Background: an optimization exercise with open tools, aiming at small area, a short achievable clock period and few clock cycles per item. Do not read the settings as production practice. The RTL was checked by simulation tests, not by an equivalence proof against the original design. No activity file was given, so power comes from the tool's default toggle rates.

==> flow/design.v <==
module gost89_sbox #(parameter integer I = 0) (
  input      [3:0] in,
  output     [3:0] out
);
  localparam [511:0] SBOX = 512'h4a92d80e6b1c7f53eb4c6dfa23810759581da342efc7609b7da1089fe46cb2536c715fd84a9e03b24ba0721d36859cfedb413f590ae7682c1fd057a4923e6b8c;
  localparam [63:0]  ROW  = SBOX[511-64*I -: 64];
  assign out = ROW[63 - 4*in -: 4];
endmodule
module gost89_round(
  input  [31:0] key,
  input  [31:0] n1,
  input  [31:0] n2,
  output [31:0] out1,
  output [31:0] out2
);
  wire [31:0] sum = n1 + key;
  wire [31:0] s;
  genvar i;
  generate
    for (i = 0; i < 8; i = i + 1) begin : g_sb
      gost89_sbox #(.I(i)) sb(.in(sum[4*i +: 4]), .out(s[4*i +: 4]));
    end
  endgenerate
  assign out1 = {s[20:0], s[31:21]} ^ n2;
  assign out2 = n1;
endmodule
module gost89_ofb_encrypt(
  input              clk,
  input              reset,
  input              load_data,
  input              load_IV,
  input      [255:0] key,
  input      [63:0]  in,
  input      [63:0]  IV,
  output     [63:0]  out,
  output reg         busy
);
  reg  [31:0] a, b;      
  reg  [31:0] rk;        
  reg  [4:0]  cnt;       
  function [2:0] kidx(input [4:0] r);
    kidx = r[2:0] ^ {3{r[4] & r[3]}};
  endfunction
  function [31:0] ksel(input [255:0] k, input [2:0] i);
    ksel = k[255 - 32*i -: 32];
  endfunction
  wire [31:0] ra, rb;
  gost89_round rnd(.key(rk), .n1(a), .n2(b), .out1(ra), .out2(rb));
  wire [4:0] cnt_inc = cnt + 5'd1;
  wire        ld_iv = load_data & load_IV;
  wire [31:0] fm    = load_data ? 32'd0 : (ra ^ b);
  wire [2:0] ki = load_data ? 3'd0 : kidx(cnt_inc);
  reg  [31:0] kmux;
  integer i;
  always @* begin
    kmux = 32'd0;
    for (i = 0; i < 8; i = i + 1)
      kmux = kmux | (ksel(key, i) & {32{ki == i}});
  end
  always @(posedge clk) begin
    if (load_data || busy) begin
      a <= ld_iv ? IV[63:32] : (b ^ fm);
      b <= ld_iv ? IV[31:0]  : a;
    end
    if (load_data)
      busy <= 1'b1;
    else if (reset || cnt == 5'd31)
      busy <= 1'b0;
    cnt <= load_data ? 5'd0 : cnt_inc;
    rk  <= kmux;
  end
  assign out = {b, a} ^ in;
endmodule
clock: 10.0 ns
lec_check: 0
cap_margin: 20
core_margin: 2
core_utilization: 50
place_density: 0.68
setup_slack_margin: 5
slew_margin: 20
standard.sh (not shown) runs the stock make flow with config.mk's settings and CLKGATE_MAP_FILE= SYNTH_SCRIPT=/design/flow/synth_recipe.tcl, a recipe that flattens the netlist after the stock synthesis.
==> flow/flow/run.sh <==
#!/bin/bash
# The standard ORFS layout (standard.sh) with these changes:
#  - the port buffers that buffer_ports puts on every input and output are the
#    smallest buffer (sky130_fd_sc_hd__buf_1) instead of ORFS's default choice;
#    the resizer may still upsize any of them where timing needs it;
#  - synthesis skips the extraction of full/half adder cells (extract_fa), so
#    ABC maps all of the combinational logic itself;
#  - the pin placer keeps each in[i] next to out[i] (out = KS ^ in is a
#    combinational port-to-port path);
#  - the resizer aims at a setup slack of 5.5 ns.
# standard.sh's output (every tool's) goes to standard.log; ORFS keeps per-step logs too.
args=""
for i in $(seq 0 63); do args="$args -group_pins {in[$i] out[$i]}"; done
export PLACE_PINS_ARGS="$args"
export BUFFER_PORTS_ARGS="-buffer_cell sky130_fd_sc_hd__buf_1"
export ADDER_MAP_FILE=
bash standard.sh SETUP_SLACK_MARGIN=5.5 finish > standard.log 2>&1
Testbench counts at the start, summed over its fixed seeds: cycles 33,792, items 1,024.
==> next run, changes <==
--- a/flow/flow/run.sh
+++ b/flow/flow/run.sh
@@ -9,3 +9,3 @@
 #    combinational port-to-port path);
-#  - the resizer aims at a setup slack of 5.5 ns.
+#  - the resizer aims at a setup slack of 5.8 ns.
 # standard.sh's output (every tool's) goes to standard.log; ORFS keeps per-step logs too.
@@ -16,2 +16,2 @@
 export ADDER_MAP_FILE=
-bash standard.sh SETUP_SLACK_MARGIN=5.5 finish > standard.log 2>&1
+bash standard.sh SETUP_SLACK_MARGIN=5.8 finish > standard.log 2>&1
--- a/flow/config.mk
+++ b/flow/config.mk
@@ -10,3 +10,2 @@
 export CORE_UTILIZATION = 50
-export PLACE_DENSITY = 0.68
 export SETUP_SLACK_MARGIN = 5
Outcome:
- total power is higher by a few percent
- worst setup slack improved by 47 ps
- worst hold slack hardly moves
- die area is unchanged
- non-clock buffer count is higher by 21
- via count is higher by a few percent
- final area is higher by roughly a tenth
- critical path depth does not change
- sequential cell count does not change
- area after synthesis does not change
==> next run, changes <==
==> flow/flow/run.sh (replaced) <==
#!/bin/bash
# The standard ORFS layout (standard.sh) with two changes:
#  - the port buffers that buffer_ports puts on every input and output are the
#    smallest buffer (sky130_fd_sc_hd__buf_1) instead of ORFS's default choice;
#    the resizer may still upsize any of them where timing needs it;
#  - synthesis skips the extraction of full/half adder cells (extract_fa), so
#    ABC maps all of the combinational logic itself.
# Each tool's full output goes to standard.log (ORFS keeps per-step logs too).
export BUFFER_PORTS_ARGS="-buffer_cell sky130_fd_sc_hd__buf_1"
export ADDER_MAP_FILE=
bash standard.sh SETUP_SLACK_MARGIN=5.7 finish > standard.log 2>&1
--- a/flow/config.mk
+++ b/flow/config.mk
@@ -10,2 +10,3 @@
 export CORE_UTILIZATION = 50
+export CTS_BUF_LIST = sky130_fd_sc_hd__clkbuf_8
 export SETUP_SLACK_MARGIN = 5
What happened: The changed run finished clean; cell count decreases slightly; area after synthesis stays the same; design area decreases by a little under a tenth; worst setup slack got worse by 43 ps; total power decreases by a few percent; clock skew increases by 8.0 ps; die area does not change; utilization decreases by 6.2 points; via count decreases by a few percent.
==> next run, changes <==
==> flow/flow/run.sh (replaced) <==
#!/bin/bash
# The standard ORFS layout (standard.sh) with these changes:
#  - the port buffers that buffer_ports puts on every input and output are the
#    smallest buffer (sky130_fd_sc_hd__buf_1) instead of ORFS's default choice;
#    the resizer may still upsize any of them where timing needs it;
#  - synthesis skips the extraction of full/half adder cells (extract_fa), so
#    ABC maps all of the combinational logic itself;
#  - the pin placer keeps each in[i] next to out[i] (out = KS ^ in is a
#    combinational port-to-port path);
#  - the resizer aims at a setup slack of 5.5 ns.
# standard.sh's output (every tool's) goes to standard.log; ORFS keeps per-step logs too.
args=""
for i in $(seq 0 63); do args="$args -group_pins {in[$i] out[$i]}"; done
export PLACE_PINS_ARGS="$args"
export BUFFER_PORTS_ARGS="-buffer_cell sky130_fd_sc_hd__buf_1"
export ADDER_MAP_FILE=
bash standard.sh SETUP_SLACK_MARGIN=5.5 finish > standard.log 2>&1
--- a/flow/config.mk
+++ b/flow/config.mk
@@ -10,3 +10,4 @@
 export CORE_UTILIZATION = 50
-export CTS_BUF_LIST = sky130_fd_sc_hd__clkbuf_8
+export GPL_ROUTABILITY_DRIVEN = 0
+export PLACE_DENSITY = 0.75
 export SETUP_SLACK_MARGIN = 5
The changed run went through all stages and came out clean.
Non-clock buffer count decreases by 14.
Power decreases by 2.2%.
Area after synthesis does not change.
Core utilization decreases by 2.1 points.
Clock power increases by 21%.
Worst setup slack hardly moves.
Fmax is about the same.
Global-route usage decreases by 1.4 points.
First-iteration DRC count decreases by 2.8%.
Combinational power decreases by about 6%.
Die area is unchanged.

RTL: the design.v shown in full above, as it stands there.
==> flow/config.mk <==
export PLATFORM = sky130hd
export DESIGN_NAME = gost89_ofb_encrypt
export DESIGN_NICKNAME = gost89_ofb_encrypt
export VERILOG_FILES = /design/flow/design.v
export SDC_FILE = /design/flow/constraint.sdc
export NUM_CORES = 4
export LEC_CHECK = 0
export CAP_MARGIN = 20
export CORE_MARGIN = 2
export CORE_UTILIZATION = 60
export CTS_BUF_LIST = sky130_fd_sc_hd__clkbuf_8
export SETUP_SLACK_MARGIN = 5
export SLEW_MARGIN = 20
==> flow/constraint.sdc <==
create_clock -name core_clock -period 10.0 [get_ports {clk}]
set_input_delay 2.0000 -clock core_clock [delete_from_list [all_inputs] [get_ports {clk}]]
set_output_delay 2.0000 -clock core_clock [all_outputs]
set_load 0.01 [all_outputs]
==> flow/flow/run.sh <==
#!/bin/bash
# The standard ORFS layout (standard.sh) with two changes:
#  - the port buffers that buffer_ports puts on every input and output are the
#    smallest buffer (sky130_fd_sc_hd__buf_1) instead of ORFS's default choice;
#    the resizer may still upsize any of them where timing needs it;
#  - synthesis skips the extraction of full/half adder cells (extract_fa), so
#    ABC maps all of the combinational logic itself.
# Each tool's full output goes to standard.log (ORFS keeps per-step logs too).
export BUFFER_PORTS_ARGS="-buffer_cell sky130_fd_sc_hd__buf_1"
export ADDER_MAP_FILE=
bash standard.sh SETUP_SLACK_MARGIN=5.7 finish > standard.log 2>&1
The baseline ended with an error in I/O pin placement (3_2_place_iop), error PPL-0024.
Testbench counts at the start, summed over its fixed seeds: cycles 33,792, items 1,024.
==> next run, changes <==
==> flow/flow/run.sh (replaced) <==
#!/bin/bash
# The standard ORFS layout (standard.sh) with these changes:
#  - the port buffers that buffer_ports puts on every input and output are the
#    smallest buffer (sky130_fd_sc_hd__buf_1) instead of ORFS's default choice;
#    the resizer may still upsize any of them where timing needs it;
#  - synthesis skips the extraction of full/half adder cells (extract_fa), so
#    ABC maps all of the combinational logic itself;
#  - the pin placer keeps each in[i] next to out[i] (out = KS ^ in is a
#    combinational port-to-port path);
#  - the resizer aims at a setup slack of 5.5 ns.
# standard.sh's output (every tool's) goes to standard.log; ORFS keeps per-step logs too.
args=""
for i in $(seq 0 63); do args="$args -group_pins {in[$i] out[$i]}"; done
export PLACE_PINS_ARGS="$args"
export BUFFER_PORTS_ARGS="-buffer_cell sky130_fd_sc_hd__buf_1"
export ADDER_MAP_FILE=
bash standard.sh SETUP_SLACK_MARGIN=5.5 finish > standard.log 2>&1
Settings changed: CORE_UTILIZATION 60 to 50, PLACE_DENSITY set to 0.75.
What happened: The changed run finished with timing, DRC and antenna clean; synthesized area does not change; synthesized cell count does not change.
==> next run, changes <==
==> flow/flow/run.sh (replaced) <==
#!/bin/bash
# The standard ORFS layout (standard.sh) with three changes:
#  - the port buffers that buffer_ports puts on every input and output are the
#    smallest buffer (sky130_fd_sc_hd__buf_1) instead of ORFS's default choice;
#    the resizer may still upsize any of them where timing needs it;
#  - synthesis skips the extraction of full/half adder cells (extract_fa), so
#    ABC maps all of the combinational logic itself, and ABC uses the mapping
#    script flow/abc_speed.script (a copy of ORFS's scripts folder with only
#    that file replaced);
#  - the resizer aims at a setup slack of 5.6 ns.
# standard.sh's output (every tool's) goes to standard.log; ORFS keeps per-step logs too.
set -e
rm -rf orfs_scripts
cp -r "$FLOW_HOME/scripts" orfs_scripts
cp flow/abc_speed.script orfs_scripts/abc_speed.script
export SCRIPTS_DIR="$PWD/orfs_scripts"
export BUFFER_PORTS_ARGS="-buffer_cell sky130_fd_sc_hd__buf_1"
export ADDER_MAP_FILE=
bash standard.sh SETUP_SLACK_MARGIN=5.6 finish > standard.log 2>&1
==> flow/flow/abc_speed.script (new file) <==
strash
dch -f
amap
topo
stime -c
buffer -c
upsize -c
dnsize -c
Settings changed: CTS_BUF_LIST sky130_fd_sc_hd__clkbuf_8 to unset, PLACE_DENSITY 0.75 to unset.
Effect: The new run went through all stages and came out clean. Worst hold slack degrades by 0.12 ns. Area after synthesis went down by 6.6%. Critical path depth rises by 1. Routed wire length rose by 12%. Sequential cell count is unchanged. Count of clock-buffer cells in the layout shrinks by 2. Cell count increases by about 3%. Die area goes down by about 6.4%.
==> next run, changes <==
==> flow/flow/run.sh (replaced) <==
#!/bin/bash
# The standard ORFS layout (standard.sh) with these changes:
#  - the port buffers that buffer_ports puts on every input and output are the
#    smallest buffer (sky130_fd_sc_hd__buf_1) instead of ORFS's default choice;
#    the resizer may still upsize any of them where timing needs it;
#  - synthesis skips the extraction of full/half adder cells (extract_fa), so
#    ABC maps all of the combinational logic itself;
#  - the pin placer keeps each in[i] next to out[i] (out = KS ^ in is a
#    combinational port-to-port path);
#  - the resizer aims at a setup slack of 5.5 ns.
# standard.sh's output (every tool's) goes to standard.log; ORFS keeps per-step logs too.
args=""
for i in $(seq 0 63); do args="$args -group_pins {in[$i] out[$i]}"; done
export PLACE_PINS_ARGS="$args"
export BUFFER_PORTS_ARGS="-buffer_cell sky130_fd_sc_hd__buf_1"
export ADDER_MAP_FILE=
bash standard.sh SETUP_SLACK_MARGIN=5.5 finish > standard.log 2>&1
Settings changed: CTS_CLUSTER_DIAMETER set to 60, CTS_CLUSTER_SIZE set to 40, PLACE_DENSITY set to 0.75.
removed: flow/flow/abc_speed.script
=> Power increases by about 1%; worst hold slack gets better by 0.12 ns; cell area decreases by 6.1%; synthesized cell count stays flat; via count decreases by about 10%; core utilization decreases by 9.6 points; die area increases by 6.9%; worst setup slack gets better by 0.082 ns.

// gost89_ofb_encrypt: RTL as listed in full above, without the edits since
Settings: LEC_CHECK=0, CAP_MARGIN=20, CORE_MARGIN=2, CORE_UTILIZATION=50, SETUP_SLACK_MARGIN=5, SLEW_MARGIN=20; clock period 10.0 ns.
==> flow/flow/run.sh <==
#!/bin/bash
# The standard ORFS layout (standard.sh) with these changes:
#  - the port buffers that buffer_ports puts on every input and output are the
#    smallest buffer (sky130_fd_sc_hd__buf_1) instead of ORFS's default choice;
#    the resizer may still upsize any of them where timing needs it;
#  - synthesis skips the extraction of full/half adder cells (extract_fa), so
#    ABC maps all of the combinational logic itself;
#  - the pin placer keeps each in[i] next to out[i] (out = KS ^ in is a
#    combinational port-to-port path);
#  - the resizer aims at a setup slack of 5.6 ns.
# standard.sh's output (every tool's) goes to standard.log; ORFS keeps per-step logs too.
args=""
for i in $(seq 0 63); do args="$args -group_pins {in[$i] out[$i]}"; done
export PLACE_PINS_ARGS="$args"
export BUFFER_PORTS_ARGS="-buffer_cell sky130_fd_sc_hd__buf_1"
export ADDER_MAP_FILE=
bash standard.sh SETUP_SLACK_MARGIN=5.6 finish > standard.log 2>&1
Testbench counts at the start, summed over its fixed seeds: cycles 33,792, items 1,024.
Next try:
--- a/flow/flow/run.sh
+++ b/flow/flow/run.sh
@@ -10 +10 @@
-#  - the resizer aims at a setup slack of 5.6 ns.
+#  - the resizer aims at a setup slack of 5.5 ns.
@@ -17 +17 @@
-bash standard.sh SETUP_SLACK_MARGIN=5.6 finish > standard.log 2>&1
+bash standard.sh SETUP_SLACK_MARGIN=5.5 finish > standard.log 2>&1
--- a/flow/config.mk
+++ b/flow/config.mk
@@ -10,0 +11,3 @@
+export CTS_BUF_LIST = sky130_fd_sc_hd__clkbuf_8
+export MAX_ROUTING_LAYER = met4
+export PLACE_DENSITY = 0.75
Outcome: Setup slack improved by 0.014 ns; via count increases by 0.76%; routed wire length decreases by 2.2%; global-route usage increases by 0.40 points; die area does not change; power decreases by 2.2%; sequential power decreases by about 0.7%; clock-buffer cell count decreases by 2.
Next try:
--- a/flow/flow/run.sh
+++ b/flow/flow/run.sh
@@ -10 +10 @@
-#  - the resizer aims at a setup slack of 5.5 ns.
+#  - the resizer aims at a setup slack of 5.4 ns.
@@ -17 +17 @@
-bash standard.sh SETUP_SLACK_MARGIN=5.5 finish > standard.log 2>&1
+bash standard.sh SETUP_SLACK_MARGIN=5.4 finish > standard.log 2>&1
--- a/flow/config.mk
+++ b/flow/config.mk
@@ -11,3 +11 @@
-export CTS_BUF_LIST = sky130_fd_sc_hd__clkbuf_8
-export MAX_ROUTING_LAYER = met4
-export PLACE_DENSITY = 0.75
+export PLACE_DENSITY = 0.85
Cell area is higher by 0.35%.
Flip-flop and latch count does not change.
Cell count is lower by 0.52%.
Wire length is lower by 6.1%.
Total power is higher by 1.3%.
First-iteration DRC count is lower by 5.7%.
Synthesized cell count does not change.
Worst setup slack gets worse by 0.015 ns.
Die area does not change.
Next try:
==> flow/flow/run.sh (replaced) <==
#!/bin/bash
# The standard ORFS layout (standard.sh) with three changes:
#  - the port buffers that buffer_ports puts on every input and output are the
#    smallest buffer (sky130_fd_sc_hd__buf_1) instead of ORFS's default choice;
#    the resizer may still upsize any of them where timing needs it;
#  - synthesis skips the extraction of full/half adder cells (extract_fa), so
#    ABC maps all of the combinational logic itself, and ABC uses the mapping
#    script flow/abc_speed.script (a copy of ORFS's scripts folder with only
#    that file replaced);
#  - the resizer aims at a setup slack of 5.6 ns.
# standard.sh's output (every tool's) goes to standard.log; ORFS keeps per-step logs too.
set -e
rm -rf orfs_scripts
cp -r "$FLOW_HOME/scripts" orfs_scripts
cp flow/abc_speed.script orfs_scripts/abc_speed.script
export SCRIPTS_DIR="$PWD/orfs_scripts"
export BUFFER_PORTS_ARGS="-buffer_cell sky130_fd_sc_hd__buf_1"
export ADDER_MAP_FILE=
bash standard.sh SETUP_SLACK_MARGIN=5.6 finish > standard.log 2>&1
==> flow/flow/abc_speed.script (new file) <==
strash
dch -f
amap
--- a/flow/config.mk
+++ b/flow/config.mk
@@ -11 +10,0 @@
-export PLACE_DENSITY = 0.85
After rerunning: Clock skew grows by 0.0085 ns; combinational power grows by about 5%; via count grows by 13%; worst hold slack is worse by 0.13 ns; setup slack is worse by 0.11 ns; routed wire length grows by 16%; fmax shrinks by 2.4%; clock-buffer cell count is unchanged.
Next try:
==> flow/flow/run.sh (replaced) <==
#!/bin/bash
# The standard ORFS layout (standard.sh) with these changes:
#  - the port buffers that buffer_ports puts on every input and output are the
#    smallest buffer (sky130_fd_sc_hd__buf_1) instead of ORFS's default choice;
#    the resizer may still upsize any of them where timing needs it;
#  - synthesis skips the extraction of full/half adder cells (extract_fa), so
#    ABC maps all of the combinational logic itself;
#  - the pin placer keeps each in[i] next to out[i] (out = KS ^ in is a
#    combinational port-to-port path);
#  - the resizer aims at a setup slack of 5.5 ns.
# standard.sh's output (every tool's) goes to standard.log; ORFS keeps per-step logs too.
args=""
for i in $(seq 0 63); do args="$args -group_pins {in[$i] out[$i]}"; done
export PLACE_PINS_ARGS="$args"
export BUFFER_PORTS_ARGS="-buffer_cell sky130_fd_sc_hd__buf_1"
export ADDER_MAP_FILE=
bash standard.sh SETUP_SLACK_MARGIN=5.5 finish > standard.log 2>&1
--- a/flow/config.mk
+++ b/flow/config.mk
@@ -10,0 +11 @@
+export PLACE_DENSITY = 0.8
removed: flow/flow/abc_speed.script
Effect: Clock-buffer cell count climbs by 2. Power drops by 2.5%. Critical path depth is lower by 1. Via count decreases by 12%. Worst hold slack improved by 0.13 ns.

## port drivers added, routing unchanged
The results above use ideal ports. As a check the final layouts listed here were re-extracted and re-timed, cells and wires unchanged.
Step 1, drivers: a clkbuf_16 drives clk and a buf_2 each remaining input, both assumed.
Step 2, shift: input delay + t, output delay - t, t = (earliest + latest rising clock arrival at the registers) / 2. This alone moves slack from input paths to output paths.
Three values: no drivers, after step 1, after step 2; two values: the first two.
run | shift t [ns] | setup WS [ns] | worst setup path at the end | cell pins on the clock port's net
the first run of note 1 | 0.407 | 5.527 / 5.502 / 5.228 | input to register | 1
the second run of note 1 | 0.403 | 5.574 / 5.524 / 5.408 | input to register | 1
the third run of note 1 | 0.432 | 5.531 / 5.507 / 5.486 | input to register | 1
the fourth run of note 1 | 0.407 | 5.533 / 5.509 / 5.321 | input to register | 1
the second run of note 2 | 0.430 | 5.560 / 5.520 / 5.376 | input to register | 1
the third run of note 2 | 0.413 | 5.487 / 5.464 / 5.403 | input to register | 1
the fourth run of note 2 | 0.403 | 5.570 / 5.543 / 5.315 | input to register | 1
the first run of note 3 | 0.414 | 5.565 / 5.538 / 5.519 | input to register | 1
the second run of note 3 | 0.442 | 5.579 / 5.549 / 5.536 | input to register | 1
the third run of note 3 | 0.407 | 5.563 / 5.533 / 5.212 | input to register | 1
the fourth run of note 3 | 0.414 | 5.452 / 5.416 / 5.416 | input to output | 1
the fifth run of note 3 | 0.396 | 5.572 / 5.550 / 5.375 | input to register | 1
After both steps every run listed still meets setup and hold. For the third run of note 3, which loses most, drivers alone change the setup slack by -0.030 ns; drivers and shift together by -0.351 ns.
